Background: an optimization exercise with open tools, aiming at small area, a short achievable clock period and few clock cycles per item. Do not read the settings as production practice.
At most, simulation tests tie the RTL to the original design; equivalence was not proved.

==> flow/design.v <==
module cordic(
    input wire [31:0]   angle,
    input wire [1:0]    opt,
    input wire          enable,
    input wire          reset,
    input wire          clk,
    output wire signed [31:0] sin_out,
    output wire signed [31:0] cos_out,
    output wire               done
);
    localparam [17:0] K  = 18'd39797;
    localparam [17:0] NK = -18'd39797;
    function [17:0] atan_table;
        input [3:0] n;
        case (n)
            4'd0:  atan_table = 18'd51472;
            4'd1:  atan_table = 18'd30385;
            4'd2:  atan_table = 18'd16055;
            4'd3:  atan_table = 18'd8145;
            4'd4:  atan_table = 18'd4090;
            4'd5:  atan_table = 18'd2045;
            4'd6:  atan_table = 18'd1023;
            4'd7:  atan_table = 18'd512;
            4'd8:  atan_table = 18'd256;
            4'd9:  atan_table = 18'd128;
            4'd10: atan_table = 18'd64;
            4'd11: atan_table = 18'd32;
            4'd12: atan_table = 18'd16;
            4'd13: atan_table = 18'd8;
            4'd14: atan_table = 18'd4;
            default: atan_table = 18'd2;
        endcase
    endfunction
    reg signed [17:0] x, y;
    reg [17:0] z;
    reg [3:0] n;
    reg       done_r;
    reg       sat_r, neg_r;      
    reg       sin_en, cos_en;    
    wire run   = enable & ~done_r;
    wire first = (n == 4'd0);
    wire run0  = run & first;
    wire runk  = run & ~first;
    wire d = sat_r ? ~neg_r : ~z[17];
    wire [17:0] ys = y >>> n;
    wire [17:0] xs = x >>> n;
    wire [3*18-1:0] ad_a, ad_b, ad_s;
    wire [2:0]      ad_m;
    genvar gi;
    generate
        for (gi = 0; gi < 3; gi = gi + 1) begin : ad
            wire [17:0] a  = ad_a[18*gi +: 18];
            wire        m  = ad_m[gi];
            wire [17:0] bb = ad_b[18*gi +: 18] ^ {18{m}};
            wire [17:0] p0 = a ^ bb;
            wire [17:0] g0 = (a & bb) | {17'd0, p0[0] & m};
            wire [17:0] g1 = g0 | (p0 & {g0[16:0], 1'b0});
            wire [17:0] p1 = p0 & {p0[16:0], 1'b1};
            wire [17:0] g2 = g1 | (p1 & {g1[15:0], 2'b0});
            wire [17:0] p2 = p1 & {p1[15:0], 2'b11};
            wire [17:0] g3 = g2 | (p2 & {g2[13:0], 4'b0});
            wire [17:0] p3 = p2 & {p2[13:0], 4'hf};
            wire [17:0] g4 = g3 | (p3 & {g3[9:0], 8'b0});
            wire [17:0] p4 = p3 & {p3[9:0], 8'hff};
            wire [17:0] g5 = g4 | (p4 & {g4[1:0], 16'b0});
            assign ad_s[18*gi +: 18] = p0 ^ {g5[16:0], m};
        end
    endgenerate
    wire [17:0] z_in = first ? angle[17:0] : z;
    wire        z_d  = first ? ~angle[31] : d;
    assign ad_a = {z_in, y, x};
    assign ad_b = {atan_table(n), xs, ys};
    assign ad_m = {z_d, ~d, d};
    wire [17:0] x_nx = ad_s[17:0];
    wire [17:0] y_nx = ad_s[35:18];
    wire [17:0] z_nx = ad_s[53:36];
    wire angle_sat = ~((&angle[31:17]) | ~(|angle[31:17]));
    always @(posedge clk) begin
        sat_r  <= angle_sat;
        neg_r  <= angle[31];
        sin_en <= ~opt[0];
        cos_en <= ~(opt[1] & opt[0]);
        if (run) z <= z_nx;
    end
    always @(posedge clk or posedge reset) begin
        if (reset) begin
            x <= K;
            y <= 18'd0;
            n <= 4'd0;
            done_r <= 1'b0;
        end else begin
            if (runk) x <= x_nx;
            if (run)  y <= first ? (angle[31] ? NK : K) : y_nx;
            if (run)  n <= n + 4'd1;
            if (run && n == 4'd15) done_r <= 1'b1;
        end
    end
    assign done    = done_r;
    assign sin_out = {{14{y[17]}}, y} & {32{sin_en}};
    assign cos_out = {{14{x[17]}}, x} & {32{cos_en}};
endmodule
Settings: LEC_CHECK=0, CAP_MARGIN=20, CORE_MARGIN=2, CORE_UTILIZATION=40, SETUP_SLACK_MARGIN=2, SLEW_MARGIN=20; clock period 7.0 ns.
run.sh (not shown) runs the stock make flow with config.mk's settings and CLKGATE_MAP_FILE= SYNTH_SCRIPT=/design/flow/synth_recipe.tcl, a recipe that flattens the netlist after the stock synthesis.
The starting point went through all stages and came out clean.
Change:
--- a/flow/design.v
+++ b/flow/design.v
@@ -29,10 +29,19 @@
             4'd13: atan_table = 18'd8;
             4'd14: atan_table = 18'd4;
             default: atan_table = 18'd2;
         endcase
     endfunction
+    function [17:0] addsub;
+        input [17:0] a, b;
+        input        m;      
+        reg [18:0] s;
+        begin
+            s = {a, 1'b1} + {b ^ {18{m}}, m};
+            addsub = s[18:1];
+        end
+    endfunction
     reg signed [17:0] x, y;
     reg [17:0] z;
     reg [3:0] n;
     reg       done_r;
     reg       sat_r, neg_r;      
@@ -42,40 +51,15 @@
     wire run0  = run & first;
     wire runk  = run & ~first;
     wire d = sat_r ? ~neg_r : ~z[17];
     wire [17:0] ys = y >>> n;
     wire [17:0] xs = x >>> n;
-    wire [3*18-1:0] ad_a, ad_b, ad_s;
-    wire [2:0]      ad_m;
-    genvar gi;
-    generate
-        for (gi = 0; gi < 3; gi = gi + 1) begin : ad
-            wire [17:0] a  = ad_a[18*gi +: 18];
-            wire        m  = ad_m[gi];
-            wire [17:0] bb = ad_b[18*gi +: 18] ^ {18{m}};
-            wire [17:0] p0 = a ^ bb;
-            wire [17:0] g0 = (a & bb) | {17'd0, p0[0] & m};
-            wire [17:0] g1 = g0 | (p0 & {g0[16:0], 1'b0});
-            wire [17:0] p1 = p0 & {p0[16:0], 1'b1};
-            wire [17:0] g2 = g1 | (p1 & {g1[15:0], 2'b0});
-            wire [17:0] p2 = p1 & {p1[15:0], 2'b11};
-            wire [17:0] g3 = g2 | (p2 & {g2[13:0], 4'b0});
-            wire [17:0] p3 = p2 & {p2[13:0], 4'hf};
-            wire [17:0] g4 = g3 | (p3 & {g3[9:0], 8'b0});
-            wire [17:0] p4 = p3 & {p3[9:0], 8'hff};
-            wire [17:0] g5 = g4 | (p4 & {g4[1:0], 16'b0});
-            assign ad_s[18*gi +: 18] = p0 ^ {g5[16:0], m};
-        end
-    endgenerate
+    wire [17:0] x_nx = addsub(x, ys, d);
+    wire [17:0] y_nx = addsub(y, xs, ~d);
     wire [17:0] z_in = first ? angle[17:0] : z;
     wire        z_d  = first ? ~angle[31] : d;
-    assign ad_a = {z_in, y, x};
-    assign ad_b = {atan_table(n), xs, ys};
-    assign ad_m = {z_d, ~d, d};
-    wire [17:0] x_nx = ad_s[17:0];
-    wire [17:0] y_nx = ad_s[35:18];
-    wire [17:0] z_nx = ad_s[53:36];
+    wire [17:0] z_nx = addsub(z_in, atan_table(n), z_d);
     wire angle_sat = ~((&angle[31:17]) | ~(|angle[31:17]));
     always @(posedge clk) begin
         sat_r  <= angle_sat;
         neg_r  <= angle[31];
         sin_en <= ~opt[0];
What happened: Final area rises by 0.32%; setup slack improves by 230 ps; wire length rises by 7.1%; sequential share of layout area falls by 0.11 points; global-route usage rises by 1.8 points; clock skew stays flat; core utilization falls by 0.17 points.
No run of this note included a check of the RTL's function; only the layout flow was run.

---

## the reference run
cordic, a different RTL version from the one above (not shown whole).
Size in the first run: ~1100 cells after synthesis, ~100 I/O pins.
export LEC_CHECK = 0
export ABC_AREA = 1
export CAP_MARGIN = 20
export CORE_MARGIN = 2
export CORE_UTILIZATION = 40
export CTS_BUF_LIST = sky130_fd_sc_hd__clkbuf_8
export CTS_CLUSTER_SIZE = 24
export SETUP_SLACK_MARGIN = 3.5
export SLEW_MARGIN = 20
create_clock -name core_clock -period 7.0 [get_ports {clk}]
standard.sh (not shown) runs the stock make flow with config.mk's settings and CLKGATE_MAP_FILE= SYNTH_SCRIPT=/design/flow/synth_recipe.tcl, a recipe that flattens the netlist after the stock synthesis.
==> flow/flow/run.sh <==
#!/bin/bash
# The standard layout (standard.sh) with extra ORFS settings: port buffers
# made from sky130_fd_sc_hd__buf_1. ORFS writes each step's log under orfs/logs;
# make's own output goes to make.log.
set -euo pipefail
bash standard.sh 'BUFFER_PORTS_ARGS=-buffer_cell sky130_fd_sc_hd__buf_1' finish > make.log 2>&1
diff inputs: the reference run => the trial run
--- a/flow/design.v
+++ b/flow/design.v
@@ -26,19 +26,20 @@
             4'd12: atan_table = 16'd16;
             4'd13: atan_table = 16'd8;
             4'd14: atan_table = 16'd4;
             default: atan_table = 16'd2;
         endcase
     endfunction
     reg signed [17:0] x, y;
     reg [15:0] z;
     reg [4:0]  n;                
-    reg        dx, dyn, dz;      
+    reg        dx, dyn;          
+    reg        mz;               
     reg        sat_r, neg_r;     
     reg        sin_en, cos_en;   
     wire done_r = n[4];
     wire run    = enable & ~done_r;
     wire first  = (n[3:0] == 4'd0);
     wire st1    = (n[3:0] == 4'd1);
     wire last   = (n[3:0] == 4'd15);
     wire [17:0] yi = y ^ {18{dx}};
     wire [17:0] xi = x ^ {18{dyn}};
@@ -256,27 +257,27 @@
     wire ay_G53 = ay_G39 | (ay_P39 & ay_G31);
     wire ay_G54 = ay_G40 | (ay_P40 & ay_G32);
     wire ay_G55 = ay_G41 | (ay_P41 & ay_G16);
     wire ay_G56 = ay_G42 | (ay_P42 & ay_c0);
     wire ay_G57 = ay_G47 | (ay_P47 & ay_G16);
     wire ay_G58 = ay_G48 | (ay_P48 & ay_c0);
     assign y_nx = ay_p ^ {ay_G58, ay_G49, ay_G50, ay_G51, ay_G52, ay_G53, ay_G54, ay_G55, ay_G56, ay_G43, ay_G44, ay_G45, ay_G46, ay_G31, ay_G32, ay_G16, ay_c0, ay_m};
     reg [15:0] zc01;
     always @* begin
-        case ({neg_r, dz})
+        case ({neg_r, dx})
             2'b01:   zc01 = -16'd16321;    
             2'b00:   zc01 = -16'd21087;
             2'b11:   zc01 =  16'd21087;
             default: zc01 =  16'd16321;    
         endcase
     end
     wire [15:0] z_b = st1 ? zc01 : atan_table(n[3:0]);
-    wire        az_m = dz & ~st1;
+    wire        az_m = mz;
     wire [15:0] az_b = z_b ^ {16{az_m}};
     wire [15:0] az_p = z ^ az_b;
     wire [15:0] az_g = z & az_b;
     wire az_c0 = az_g[0] | (az_p[0] & az_m);
     wire az_G0 = az_g[15] | (az_p[15] & az_g[14]);
     wire az_P0 = az_p[15] & az_p[14];
     wire az_G1 = az_g[14] | (az_p[14] & az_g[13]);
     wire az_P1 = az_p[14] & az_p[13];
     wire az_G2 = az_g[13] | (az_p[13] & az_g[12]);
@@ -368,19 +369,19 @@
     always @(posedge clk) begin
         sat_r  <= angle_sat;
         neg_r  <= angle[31];
         sin_en <= ~opt[0];
         cos_en <= ~(opt[1] & opt[0]);
         if (run) begin
             z   <= first ? angle[15:0] : z_nx;
             dx  <= d_nx;
             dyn <= ~d_nx;
-            dz  <= d_nx;
+            mz  <= d_nx & ~first;
         end
     end
     always @(posedge clk or posedge reset) begin
         if (reset) begin
             x  <= K;
             y  <= 18'd0;
             n  <= 5'd0;
         end else if (run) begin
             if (!first) x <= (last & ~cos_en) ? 18'd0 : x_nx;
==> run notes <==
- The trial run reached the final stage; the timing, design-rule and antenna checks on its layout passed.
- Summary of the comparison: non-clock buffer total of the final layout is higher in the trial run, relative to the reference run.
- On non-filler instance count after layout: the trial run sits above the reference run.
- Clock latency on the worst-skew pair: the trial run higher than the reference run
- The trial run ends up with a count of cells resized by post-cts repair that is 11 higher than in the reference run.
- The global-route track usage on met3 number comes out lower for the reference run vs the trial run.
No functional check of the RTL was part of any run of this note.

---

Another version of the RTL of cordic (not shown whole).
For scale: roughly 63 flip-flops, ~100 I/O pins, ~7500 sq um of cells after synthesis.
## cordic
module cordic(
    input wire [31:0]   angle,
    input wire [1:0]    opt,
    input wire          enable,
    input wire          reset,
    input wire          clk,
    output wire signed [31:0] sin_out,
    output wire signed [31:0] cos_out,
    output wire               done
);
    localparam [17:0] K  = 18'd39797;
    localparam [17:0] NK = -18'd39797;
    function [15:0] atan_table;
        input [3:0] n;
        case (n)
            4'd2:  atan_table = 16'd16055;
            4'd3:  atan_table = 16'd8145;
            4'd4:  atan_table = 16'd4090;
            4'd5:  atan_table = 16'd2045;
            4'd6:  atan_table = 16'd1023;
            4'd7:  atan_table = 16'd512;
            4'd8:  atan_table = 16'd256;
            4'd9:  atan_table = 16'd128;
            4'd10: atan_table = 16'd64;
            4'd11: atan_table = 16'd32;
            4'd12: atan_table = 16'd16;
            4'd13: atan_table = 16'd8;
            4'd14: atan_table = 16'd4;
            default: atan_table = 16'd2;
        endcase
    endfunction
    reg signed [17:0] x, y;
    reg [15:0] z;
    reg [4:0]  n;                
    reg        dx, dyn, dz;      
    reg        sat_r, neg_r;     
    reg        sin_en, cos_en;   
    wire done_r = n[4];
    wire run    = enable & ~done_r;
    wire first  = (n[3:0] == 4'd0);
    wire st1    = (n[3:0] == 4'd1);
    wire last   = (n[3:0] == 4'd15);
    wire [17:0] ys = y >>> n[3:0];
    wire [17:0] xs = x >>> n[3:0];
    wire [17:0] x_nx, y_nx;
    wire [15:0] z_nx;
    wire        ax_m = dx;
  ...
clock: 7.0 ns
lec_check: 0
abc_area: 1
cap_margin: 20
core_margin: 2
core_utilization: 40
cts_buf_list: sky130_fd_sc_hd__clkbuf_8
cts_cluster_size: 24
setup_slack_margin: 3.5
slew_margin: 20
Scripts as last shown in full above: flow/flow/run.sh
Testbench counts at the start, summed over its fixed seeds: cycles 43,200, items 2,400.
Next try:
--- a/flow/design.v
+++ b/flow/design.v
@@ -23,33 +23,34 @@
             4'd9:  atan_table = 16'd128;
             4'd10: atan_table = 16'd64;
             4'd11: atan_table = 16'd32;
             4'd12: atan_table = 16'd16;
             4'd13: atan_table = 16'd8;
             4'd14: atan_table = 16'd4;
             default: atan_table = 16'd2;
         endcase
     endfunction
     reg signed [17:0] x, y;
     reg [15:0] z;
-    reg [4:0]  n;                
+    reg [4:0]  m;                
+    reg [3:0]  sa, sb;           
     reg        dx, dyn, dz;      
     reg        sat_r, neg_r;     
     reg        sin_en, cos_en;   
-    wire done_r = n[4];
+    wire done_r = m[4];
     wire run    = enable & ~done_r;
-    wire first  = (n[3:0] == 4'd0);
-    wire st1    = (n[3:0] == 4'd1);
-    wire last   = (n[3:0] == 4'd15);
-    wire [17:0] ys = y >>> n[3:0];
-    wire [17:0] xs = x >>> n[3:0];
+    wire first  = (m[3:0] == 4'd15);
+    wire st1    = (m[3:0] == 4'd14);
+    wire last   = (m[3:0] == 4'd0);
+    wire [17:0] ys = y >>> sa;
+    wire [17:0] xs = x >>> ~sb;
     wire [17:0] x_nx, y_nx;
     wire [15:0] z_nx;
     wire        ax_m = dx;
     wire [17:0] ax_b = ys ^ {18{ax_m}};
     wire [17:0] ax_p = x ^ ax_b;
     wire [17:0] ax_g = x & ax_b;
     wire ax_c0 = ax_g[0] | (ax_p[0] & ax_m);
     wire ax_G0 = ax_g[17] | (ax_p[17] & ax_g[16]);
     wire ax_P0 = ax_p[17] & ax_p[16];
     wire ax_G1 = ax_g[16] | (ax_p[16] & ax_g[15]);
     wire ax_P1 = ax_p[16] & ax_p[15];
@@ -259,23 +260,23 @@
     wire ay_G58 = ay_G48 | (ay_P48 & ay_c0);
     assign y_nx = ay_p ^ {ay_G58, ay_G49, ay_G50, ay_G51, ay_G52, ay_G53, ay_G54, ay_G55, ay_G56, ay_G43, ay_G44, ay_G45, ay_G46, ay_G31, ay_G32, ay_G16, ay_c0, ay_m};
     reg [15:0] zc01;
     always @* begin
         case ({neg_r, dz})
             2'b01:   zc01 = -16'd16321;    
             2'b00:   zc01 = -16'd21087;
             2'b11:   zc01 =  16'd21087;
             default: zc01 =  16'd16321;    
         endcase
     end
-    wire [15:0] z_b = st1 ? zc01 : atan_table(n[3:0]);
+    wire [15:0] z_b = st1 ? zc01 : atan_table(~m[3:0]);
     wire        az_m = dz & ~st1;
     wire [15:0] az_b = z_b ^ {16{az_m}};
     wire [15:0] az_p = z ^ az_b;
     wire [15:0] az_g = z & az_b;
     wire az_c0 = az_g[0] | (az_p[0] & az_m);
     wire az_G0 = az_g[15] | (az_p[15] & az_g[14]);
     wire az_P0 = az_p[15] & az_p[14];
     wire az_G1 = az_g[14] | (az_p[14] & az_g[13]);
     wire az_P1 = az_p[14] & az_p[13];
     wire az_G2 = az_g[13] | (az_p[13] & az_g[12]);
     wire az_P2 = az_p[13] & az_p[12];
@@ -371,23 +372,27 @@
         if (run) begin
             z   <= first ? angle[15:0] : z_nx;
             dx  <= d_nx;
             dyn <= ~d_nx;
             dz  <= d_nx;
         end
     end
     always @(posedge clk or posedge reset) begin
         if (reset) begin
             x  <= K;
             y  <= 18'd0;
-            n  <= 5'd0;
+            m  <= 5'd15;
+            sa <= 4'd0;
+            sb <= 4'hf;
         end else if (run) begin
             if (!first) x <= (last & ~cos_en) ? 18'd0 : x_nx;
             y  <= first ? (angle[31] ? NK : K) :
                   (last & ~sin_en) ? 18'd0 : y_nx;
-            n  <= n + 5'd1;
+            m  <= m - 5'd1;
+            sa <= sa + 4'd1;
+            sb <= ~(sa + 4'd1);
         end
     end
     assign done    = done_r;
     assign sin_out = {{14{y[17]}}, y};
     assign cos_out = {{14{x[17]}}, x};
 endmodule
What happened: Fmax rose slightly. Via count fell slightly. Routed wire length fell by a few percent. Die area rose by a few percent. Worst setup slack improves by 64 ps.
The RTL of the second run of this note was laid out without a check of its function.

## afterwards: timing with drivers on the ports
How much do the figures lean on ideal ports? The routed layouts below were timed once more, with nothing changed but the port constraints.
Step 1 assumes that a clkbuf_16 drives the clock port and a buf_2 every other input.
Step 2 adds t to the input delays and takes it off the output delays; t is the mean of the earliest and latest rising clock arrival at the registers after step 1. Input paths then give back, and output paths get back, about the clock's delay inside the block.
Slacks: no drivers / after step 1 / after step 2; pairs: no drivers / after step 1.
| run | t (ns) | setup slack, ns | hold slack, ns |
|---|---|---|---|
| the first run of note 1 | 0.382 | 2.176 / 2.194 / 1.812 | 0.514 / 0.514 / 0.514 |
| the second run of note 1 | 0.398 | 2.404 / 2.404 / 2.083 | 0.508 / 0.508 / 0.508 |
| the reference run | 0.406 | 3.641 / 3.641 / 3.383 | 0.520 / 0.520 / 0.520 |
| the trial run | 0.419 | 3.600 / 3.600 / 3.600 | 0.522 / 0.522 / 0.522 |
| the first run of note 3 | 0.412 | 3.601 / 3.601 / 3.284 | 0.518 / 0.518 / 0.518 |
| the second run of note 3 | 0.410 | 3.665 / 3.665 / 3.284 | 0.520 / 0.520 / 0.520 |
After both steps every run listed still meets setup and hold. The setup slack of the second run of note 3, which loses most, moves by 0.000 ns with the drivers and by -0.381 ns with both steps.
